Source: an optimization exercise on an open RTL-to-GDS flow (aim: small area, a short achievable clock period and few clock cycles). Production flows keep margins and buffers that such runs may drop. Where RTL was checked, it was by simulation tests only, not by an equivalence proof against the original. No activity file was given, so power comes from the tool's default toggle rates.

## rev 12
==> flow/design.v (excerpt) <==
module top_arrhythmia #(parameter BITSIZE = 16) (
    input wire  clk,
    input wire  reset,
    input wire  [BITSIZE*10-1:0]   x,
    output wire [BITSIZE*6-1:0]    out_intermediate,
    output wire [BITSIZE*1-1:0] out_zvar,
    output wire [BITSIZE*1-1:0] out_zmean,
    output wire [BITSIZE*1-1:0] out_sampling,
    output wire [BITSIZE*6-1:0]    out_hidden_classifier,
    output wire [BITSIZE*2-1:0]    y,
    output wire done_flag_out
);
For scale: roughly 490 flip-flops, roughly 440 I/O pins, roughly 33000 um^2 of cells after synthesis.
==> flow/config.mk <==
export PLATFORM = sky130hd
export DESIGN_NAME = top_arrhythmia
export DESIGN_NICKNAME = top_arrhythmia
export VERILOG_FILES = /design/flow/design.v
export SDC_FILE = /design/flow/constraint.sdc
export NUM_CORES = 4
export LEC_CHECK = 0
export ABC_CLOCK_PERIOD_IN_PS = 3000
export CAP_MARGIN = 20
export CORE_MARGIN = 2
export CORE_UTILIZATION = 40
export PLACE_DENSITY = 0.6
export SLEW_MARGIN = 20
==> flow/constraint.sdc <==
create_clock -name core_clock -period 12.0 [get_ports {clk}]
set_input_delay 2.4000 -clock core_clock [delete_from_list [all_inputs] [get_ports {clk}]]
set_output_delay 2.4000 -clock core_clock [all_outputs]
set_load 0.01 [all_outputs]
standard.sh (not shown) runs the stock make flow with config.mk's settings and CLKGATE_MAP_FILE= SYNTH_SCRIPT=/design/flow/synth_recipe.tcl, a recipe that flattens the netlist after the stock synthesis.
==> flow/flow/run.sh <==
#!/bin/bash
# The standard layout (standard synthesis, floorplan, placement, CTS,
# routing), with ORFS's setup repair aiming at a shorter period than the
# constraint's: repair_timing gets a setup margin of MARGIN ns. The SDC,
# the synthesis and every other step are the standard flow's own.
set -euo pipefail
export SETUP_SLACK_MARGIN=$(cat flow/margin)
bash standard.sh > flow_standard.log 2>&1
==> flow/flow/margin <==
8.5
Rev 12: no failed stages, no open violations at the end
Testbench counts of rev 12, summed over its fixed seeds: cycles 63,600.
Relative to rev 12, the following input files were edited for rev 13:
Settings: putting SETUP_SLACK_MARGIN at 5 where nothing was set.
==> flow/run.sh (new file) <==
#!/bin/bash
# synth_recipe.tcl (not shown) runs the flow's synth.tcl, then flattens the netlist and writes it again
# the make line also repeats each setting of config.mk as NAME=value (left out here)
make -C /OpenROAD-flow-scripts/flow DESIGN_CONFIG=/design/flow/config.mk WORK_HOME=/design/flow/orfs CLKGATE_MAP_FILE= SYNTH_SCRIPT=/design/flow/synth_recipe.tcl finish
removed: flow/flow/run.sh
removed: flow/flow/margin
removed: flow/standard.sh
==> comparison <==
For smallest hold slack, rev 13 and rev 12 come out practically identical.
When rev 13 is set beside rev 12, its via count of the routed design turns out to be about 4.6% smaller.
NOTE: power spent charging and discharging nets in rev 13 falls short of that of rev 12
Rev 13 ends up with a final core utilization that is 3.1 points lower than in rev 12.
The sequential share of layout area in rev 13 sits 1.8 points above the value recorded for rev 12.
Between rev 12 and rev 13, the internal power summed over all cells figures differ only marginally.

---

## build 15
Another version of the RTL of top_arrhythmia (not shown whole).
Size: ~4000 cells after synthesis.
==> flow/config.mk <==
export PLATFORM = sky130hd
export DESIGN_NAME = top_arrhythmia
export DESIGN_NICKNAME = top_arrhythmia
export VERILOG_FILES = /design/flow/design.v
export SDC_FILE = /design/flow/constraint.sdc
export NUM_CORES = 4
export LEC_CHECK = 0
export ABC_CLOCK_PERIOD_IN_PS = 3000
export CAP_MARGIN = 20
export CORE_MARGIN = 2
export CORE_UTILIZATION = 40
export PLACE_DENSITY = 0.6
export SLEW_MARGIN = 20
==> flow/constraint.sdc <==
create_clock -name core_clock -period 12.0 [get_ports {clk}]
set_input_delay 2.4000 -clock core_clock [delete_from_list [all_inputs] [get_ports {clk}]]
set_output_delay 2.4000 -clock core_clock [all_outputs]
set_load 0.01 [all_outputs]
==> flow/flow/run.sh <==
#!/bin/bash
# The standard layout (standard synthesis, floorplan, placement, CTS,
# routing) with two changes to how it is made; the SDC, the synthesis and
# every other step are the standard flow's own:
#  - ORFS's setup repair aims at a shorter period than the constraint's:
#    repair_timing gets a setup margin of flow/margin ns;
#  - the port buffers that buffer_ports inserts on every input and output
#    are sky130_fd_sc_hd__buf_1 (resized later as timing needs).
set -euo pipefail
export SETUP_SLACK_MARGIN=$(cat flow/margin)
export BUFFER_PORTS_ARGS="-buffer_cell sky130_fd_sc_hd__buf_1"
bash standard.sh > flow_standard.log 2>&1
==> flow/flow/margin <==
8.3
Build 15: no failed stages, no open violations at the end
Testbench counts of build 15, summed over its fixed seeds: cycles 60,000.
The following lists how build 88 was set up differently from build 15:
- an added ABC_AREA of 1
- a deleted ABC_CLOCK_PERIOD_IN_PS that had been 3000
==> flow/flow/margin <==
8.4
## What came out
- Worst setup path endpoint: done_flag_out -> build 88, out_intermediate[70] -> build 15
- The run showing the greater combinational share of power is build 15.
- Build 88 vs build 15: synthesized area up in build 88
- Looking only at utilization, and setting everything else aside, the higher value of build 88 and build 15 goes to build 88.
- | final cell area excluding filler cells | lower: build 15 |
- met2 track utilization from global routing ends up higher on build 88.
- met1 track demand over resource down 0.51 points in build 88 wrt build 15
--- input diff build 88..build 85 ---
- PLACE_DENSITY changed from 0.6 to 0.8
- CORE_UTILIZATION changed from 40 to 60
==> flow/flow/margin <==
8.3
Results
Going from build 88 to build 85, the met1 usage in global routing was found to have gone up by 15 points.
Routed wire length on met2 (build 85 / build 88): 0.897
Looking at first element of the critical path, the h3_2[1]$_SDFFE_PP0P_ result is from build 85; the done$_DFF_PP0_ one comes from build 88.
Per the comparison of build 85 with build 88, via count moved up, final-layout fill cell count moved down, clock-cell share of area moved down, number of antenna violations at the first check in global routing moved up.
Delta (build 85 minus build 88): row count fell by 20; core utilization rose by 21 points.
Relative to build 88, the height of the die measured on build 85 has decreased by more than 10%.
diff inputs: build 85 => build 96
- PLACE_DENSITY: 0.8 -> 0.6
- CORE_UTILIZATION: 60 -> 40
[summary]
For build 85, the highest signal layer in the routed design was met5, unlike build 96, where it was met4.
Re area after detailed placement: build 96 is about 1.6% up on build 85.
Setup WNS build 85 -> build 96: better
Fraction of area in multi-input gates was lower in build 96 than in build 85.
Area share of buffers outside the clock network was higher in build 96 than in build 85.
Sort build 96 and build 85 by number of fill cells asc -> top: build 85
Wire length of the first global-routing pass deteriorates in build 96 relative to build 85.

---

job 101:
top_arrhythmia, a different RTL version from the one above (not shown whole).
Size: roughly 490 flip-flops, ~0.035 mm² of cells after synthesis.
==> flow/config.mk <==
export PLATFORM = sky130hd
export DESIGN_NAME = top_arrhythmia
export DESIGN_NICKNAME = top_arrhythmia
export VERILOG_FILES = /design/flow/design.v
export SDC_FILE = /design/flow/constraint.sdc
export NUM_CORES = 4
export LEC_CHECK = 0
export ABC_CLOCK_PERIOD_IN_PS = 3000
export CAP_MARGIN = 20
export CORE_MARGIN = 2
export CORE_UTILIZATION = 40
export CTS_CLUSTER_DIAMETER = 60
export CTS_CLUSTER_SIZE = 30
export PLACE_DENSITY = 0.6
export SLEW_MARGIN = 20
==> flow/constraint.sdc <==
create_clock -name core_clock -period 12.0 [get_ports {clk}]
set_input_delay 2.4000 -clock core_clock [delete_from_list [all_inputs] [get_ports {clk}]]
set_output_delay 2.4000 -clock core_clock [all_outputs]
set_load 0.01 [all_outputs]
==> flow/flow/margin <==
8.3
Scripts as last shown in full above: flow/flow/run.sh
Both conditions hold for job 101: the flow ran to the end and the final layout passed the timing, design-rule and antenna checks.
Testbench counts of job 101, summed over its fixed seeds: cycles 61,200.
Inputs modified between job 101 and job 102:
- removing CTS_CLUSTER_SIZE (formerly 30)
- removing CTS_CLUSTER_DIAMETER (formerly 60)
### Flow results
~same count of flip-flops with a built-in enable after synthesis in job 101 and job 102
Fraction of area in clock buffers and inverters (job 102 over job 101): increase, 0.41 points
Job 102 -> job 101: ratio of cells with drive above 1 in the final layout flat
From job 101 to job 102 the numbers moved as follows: cell depth of the worst setup path -13, cell area after synthesis barely changed.
There was hardly any difference in number of filler instances in the final layout between job 101 and job 102.
Row number of clock buffers in the layout: job 102 higher / job 101 lower
Clock share of power: job 101 and job 102 compared, lower one is job 101
In terms of sequential power, job 101 and job 102 differ only marginally.
Summary of job 102 over job 101: time the worst path needs with I/O delays and setup shows a reduction of 0.030 ns; cell count now sits at about the same level.

---

Another version of the RTL of top_arrhythmia (not shown whole).
For scale: about 420 flip-flops, about 440 I/O pins.
clock: 12.0 ns
lec_check: 0
abc_area: 1
cap_margin: 20
core_margin: 2
core_utilization: 50
place_density: 0.7
slew_margin: 20
==> flow/flow/run.sh <==
#!/bin/bash
# The standard layout (standard synthesis, floorplan, placement, CTS,
# routing) with two changes to how it is made; the SDC, the synthesis and
# every other step are the standard flow's own:
#  - ORFS's setup repair aims at a shorter period than the constraint's:
#    repair_timing gets a setup margin of flow/margin ns;
#  - the port buffers that buffer_ports inserts on every input and output
#    are sky130_fd_sc_hd__buf_2 (resized later as timing needs).
set -euo pipefail
export SETUP_SLACK_MARGIN=$(cat flow/margin)
export BUFFER_PORTS_ARGS="-buffer_cell sky130_fd_sc_hd__buf_2"
bash standard.sh > flow_standard.log 2>&1
==> flow/flow/margin <==
8.35
Rerun with:
--- a/flow/flow/run.sh
+++ b/flow/flow/run.sh
@@ -7,6 +7,6 @@
 #  - the port buffers that buffer_ports inserts on every input and output
-#    are sky130_fd_sc_hd__buf_2 (resized later as timing needs).
+#    are sky130_fd_sc_hd__buf_1 (resized later as timing needs).
 set -euo pipefail
 export SETUP_SLACK_MARGIN=$(cat flow/margin)
-export BUFFER_PORTS_ARGS="-buffer_cell sky130_fd_sc_hd__buf_2"
+export BUFFER_PORTS_ARGS="-buffer_cell sky130_fd_sc_hd__buf_1"
 bash standard.sh > flow_standard.log 2>&1
==> flow/flow/margin (replaced) <==
8.3
- sequential power hardly moves
- setup slack got worse by 0.049 ns
- first-iteration DRC count went down by 2.2%
- global-route usage came out lower by 0.35 points
- design area is lower by 2.0%
- count of clock-buffer cells in the layout came out higher by 2
Function was not checked in any run of this note: the RTL went through the layout flow alone.

---

RTL: one of the versions met above, not the one the previous note started from.
Size in the first run: roughly 440 I/O pins, about 34000 um^2 of cells after synthesis.
Settings: LEC_CHECK=0, ABC_CLOCK_PERIOD_IN_PS=4500, CAP_MARGIN=20, CORE_MARGIN=2, CORE_UTILIZATION=40, PLACE_DENSITY=0.6, SLEW_MARGIN=20; clock period 12.0 ns.
==> flow/flow/run.sh <==
#!/bin/bash
# The standard layout (standard synthesis, floorplan, placement, CTS,
# routing) with two changes to how it is made; the SDC, the synthesis and
# every other step are the standard flow's own:
#  - ORFS's setup repair aims at a shorter period than the constraint's:
#    repair_timing gets a setup margin of flow/margin ns;
#  - the port buffers that buffer_ports inserts on every input and output
#    are sky130_fd_sc_hd__buf_1 (resized later as timing needs).
set -euo pipefail
export SETUP_SLACK_MARGIN=$(cat flow/margin)
export BUFFER_PORTS_ARGS="-buffer_cell sky130_fd_sc_hd__buf_1"
bash standard.sh > flow_standard.log 2>&1
==> flow/flow/margin <==
8.3
Testbench counts at the start, summed over its fixed seeds: cycles 60,000.
Then changed:
Settings changed: ABC_AREA from default to 1, ABC_CLOCK_PERIOD_IN_PS 4500 to default, CORE_UTILIZATION 40 to 50, PLACE_DENSITY 0.6 to 0.7.
After rerunning: Worst setup slack improved by 11 ps; area after synthesis grows by 0.46%; power goes down by 12%.
Then changed:
==> flow/flow/margin (replaced) <==
8.1
Settings changed: ABC_AREA 1 to default, ABC_CLOCK_PERIOD_IN_PS from default to 3000, CORE_UTILIZATION 50 to 40, PLACE_DENSITY 0.7 to 0.6.
Effect: Global-route usage decreases by 7.7 points. First-iteration DRC count is lower by about 15%. Count of clock-buffer cells in the layout is higher by 7. Routed wire length is about the same. Sequential power goes up by about 2%. Worst hold slack is worse by 3.5 ps. Synthesized area falls by about 0.46%.
Then changed:
--- a/flow/flow/run.sh
+++ b/flow/flow/run.sh
@@ -8 +8 @@
-#    are sky130_fd_sc_hd__buf_1 (resized later as timing needs).
+#    are sky130_fd_sc_hd__buf_2 (resized later as timing needs).
@@ -11 +11 @@
-export BUFFER_PORTS_ARGS="-buffer_cell sky130_fd_sc_hd__buf_1"
+export BUFFER_PORTS_ARGS="-buffer_cell sky130_fd_sc_hd__buf_2"
==> flow/flow/margin (replaced) <==
8.3
Settings changed: ABC_AREA from default to 1, ABC_CLOCK_PERIOD_IN_PS 3000 to default, CORE_UTILIZATION 40 to 50, PLACE_DENSITY 0.6 to 0.7.
=> The new run passed the timing, design-rule and antenna checks; via count increases by 7.3%; setup slack improved by 240 ps; power shrinks by 11%.

---

top_arrhythmia, a different RTL version from the one above (not shown whole).
Size: ~3900 cells after synthesis, about 490 flip-flops, ~34000 sq um of cells after synthesis.
==> flow/config.mk <==
export PLATFORM = sky130hd
export DESIGN_NAME = top_arrhythmia
export DESIGN_NICKNAME = top_arrhythmia
export VERILOG_FILES = /design/flow/design.v
export SDC_FILE = /design/flow/constraint.sdc
export NUM_CORES = 4
export LEC_CHECK = 0
export ABC_CLOCK_PERIOD_IN_PS = 3000
export CAP_MARGIN = 20
export CORE_MARGIN = 2
export CORE_UTILIZATION = 40
export PLACE_DENSITY = 0.6
export SLEW_MARGIN = 20
==> flow/constraint.sdc <==
create_clock -name core_clock -period 12.0 [get_ports {clk}]
set_input_delay 2.4000 -clock core_clock [delete_from_list [all_inputs] [get_ports {clk}]]
set_output_delay 2.4000 -clock core_clock [all_outputs]
set_load 0.01 [all_outputs]
==> flow/flow/run.sh <==
#!/bin/bash
# The standard layout (standard synthesis, floorplan, placement, CTS,
# routing), with ORFS's setup repair aiming at a shorter period than the
# constraint's: repair_timing gets a setup margin of MARGIN ns. The SDC,
# the synthesis and every other step are the standard flow's own.
set -euo pipefail
export SETUP_SLACK_MARGIN=$(cat flow/margin)
bash standard.sh > flow_standard.log 2>&1
==> flow/flow/margin <==
8.3
The first run finished with timing, DRC and antenna clean.
Testbench counts at the start, summed over its fixed seeds: cycles 61,200.
Edit:
==> flow/flow/margin (replaced) <==
8.7
The new run completed with no timing, DRC or antenna violations.
Sequential power is about the same.
Wire length is higher by roughly a tenth.
Combinational power rose by well over a third.
Worst setup slack gets better by 0.022 ns.
Design area came out higher by about a fifth.
Hold slack gets worse by 0.012 ns.
First-iteration DRC count rises by roughly a tenth.
Core utilization is higher by 7.2 points.
Via count rises by a little under a tenth.

---

== the baseline ==
RTL: one of the versions met above, not the one the previous note started from.
Size: ~4900 cells after synthesis, roughly 420 flip-flops, roughly 440 I/O pins.
==> flow/config.mk <==
export PLATFORM = sky130hd
export DESIGN_NAME = top_arrhythmia
export DESIGN_NICKNAME = top_arrhythmia
export VERILOG_FILES = /design/flow/design.v
export SDC_FILE = /design/flow/constraint.sdc
export NUM_CORES = 4
export LEC_CHECK = 0
export ABC_AREA = 1
export CAP_MARGIN = 20
export CORE_MARGIN = 2
export CORE_UTILIZATION = 50
export PLACE_DENSITY = 0.7
export SLEW_MARGIN = 20
==> flow/constraint.sdc <==
create_clock -name core_clock -period 12.0 [get_ports {clk}]
set_input_delay 2.4000 -clock core_clock [delete_from_list [all_inputs] [get_ports {clk}]]
set_output_delay 2.4000 -clock core_clock [all_outputs]
set_load 0.01 [all_outputs]
==> flow/flow/run.sh <==
#!/bin/bash
# The standard layout (standard synthesis, floorplan, placement, CTS,
# routing) with two changes to how it is made; the SDC, the synthesis and
# every other step are the standard flow's own:
#  - ORFS's setup repair aims at a shorter period than the constraint's:
#    repair_timing gets a setup margin of flow/margin ns;
#  - the port buffers that buffer_ports inserts on every input and output
#    are sky130_fd_sc_hd__buf_1 (resized later as timing needs).
set -euo pipefail
export SETUP_SLACK_MARGIN=$(cat flow/margin)
export BUFFER_PORTS_ARGS="-buffer_cell sky130_fd_sc_hd__buf_1"
bash standard.sh > flow_standard.log 2>&1
==> flow/flow/margin <==
8.4
In summary, the baseline completed successfully, with a layout that passed the timing, design-rule and antenna checks.
> inputs changed (the baseline -> the candidate)
--- a/flow/flow/run.sh
+++ b/flow/flow/run.sh
@@ -8 +8 @@
-#    are sky130_fd_sc_hd__buf_1 (resized later as timing needs).
+#    are sky130_fd_sc_hd__buf_2 (resized later as timing needs).
@@ -11 +11 @@
-export BUFFER_PORTS_ARGS="-buffer_cell sky130_fd_sc_hd__buf_1"
+export BUFFER_PORTS_ARGS="-buffer_cell sky130_fd_sc_hd__buf_2"
==> flow/flow/margin <==
8.3
==> comparison <==
In the metrics for the baseline and the candidate, the one carrying the lower clock buffer count is the candidate.
Going from the baseline to the candidate, detailed-route via count fell by 390, wire length of the first global-routing pass shows a reduction of 0.37%, power has increased, placed cell count level, instance count on the critical path moved down.
No run of this note included a check of the RTL's function; only the layout flow was run.

==> afterwards: timing with drivers on the ports <==
No port has a modelled driver above. Below, the same layouts with a new extraction and two added sets of constraints.
Step 1 sets driving cells, clkbuf_16 on the clock port and buf_2 on the other inputs (assumed; they add their load-dependent delay and slew).
Step 2 moves the port delays by t, midway between the first and last clock arrival at a register: inputs arrive t later, outputs are due t later. That takes back most of the time a late clock gives input paths.
Three values: no drivers, after step 1, after step 2; two values: the first two.
| run | shift t [ns] | setup WS [ns] | worst setup path after step 2 | cell pins on the clock port's net |
|---|---|---|---|---|
| rev 12 | 0.698 | 8.184 / 8.114 / 7.925 | input to register | 1 |
| rev 13 | 0.690 | 7.260 / 7.191 / 7.314 | register to register | 1 |
| build 15 | 0.687 | 8.274 / 8.206 / 7.739 | input to register | 1 |
| build 88 | 0.684 | 8.293 / 8.226 / 7.804 | input to register | 1 |
| build 85 | 0.687 | 8.222 / 8.157 / 7.727 | input to register | 1 |
| build 96 | 0.681 | 8.293 / 8.226 / 7.698 | input to register | 1 |
| job 101 | 0.708 | 8.276 / 8.234 / 7.876 | input to register | 1 |
| job 102 | 0.698 | 8.306 / 8.238 / 7.907 | input to register | 1 |
| the first run of note 4 | 0.681 | 8.324 / 8.261 / 7.810 | input to register | 1 |
| the second run of note 4 | 0.673 | 8.275 / 8.214 / 7.696 | input to register | 1 |
| the first run of note 5 | 0.687 | 8.274 / 8.206 / 7.739 | input to register | 1 |
| the second run of note 5 | 0.675 | 8.284 / 8.219 / 7.695 | input to register | 1 |
| the third run of note 5 | 0.695 | 8.035 / 7.970 / 7.512 | input to register | 1 |
| the fourth run of note 5 | 0.693 | 8.276 / 8.210 / 7.656 | input to register | 1 |
| the first run of note 6 | 0.699 | 8.292 / 8.236 / 7.705 | input to register | 1 |
| the second run of note 6 | 0.698 | 8.314 / 8.246 / 7.786 | input to register | 1 |
| the baseline | 0.667 | 8.341 / 8.315 / 7.818 | input to register | 1 |
| the candidate | 0.671 | 8.263 / 8.221 / 7.624 | input to register | 1 |
After both steps setup and hold are still met in every run listed. For the candidate, which loses most, drivers alone change the setup slack by -0.042 ns; drivers and shift together by -0.639 ns.
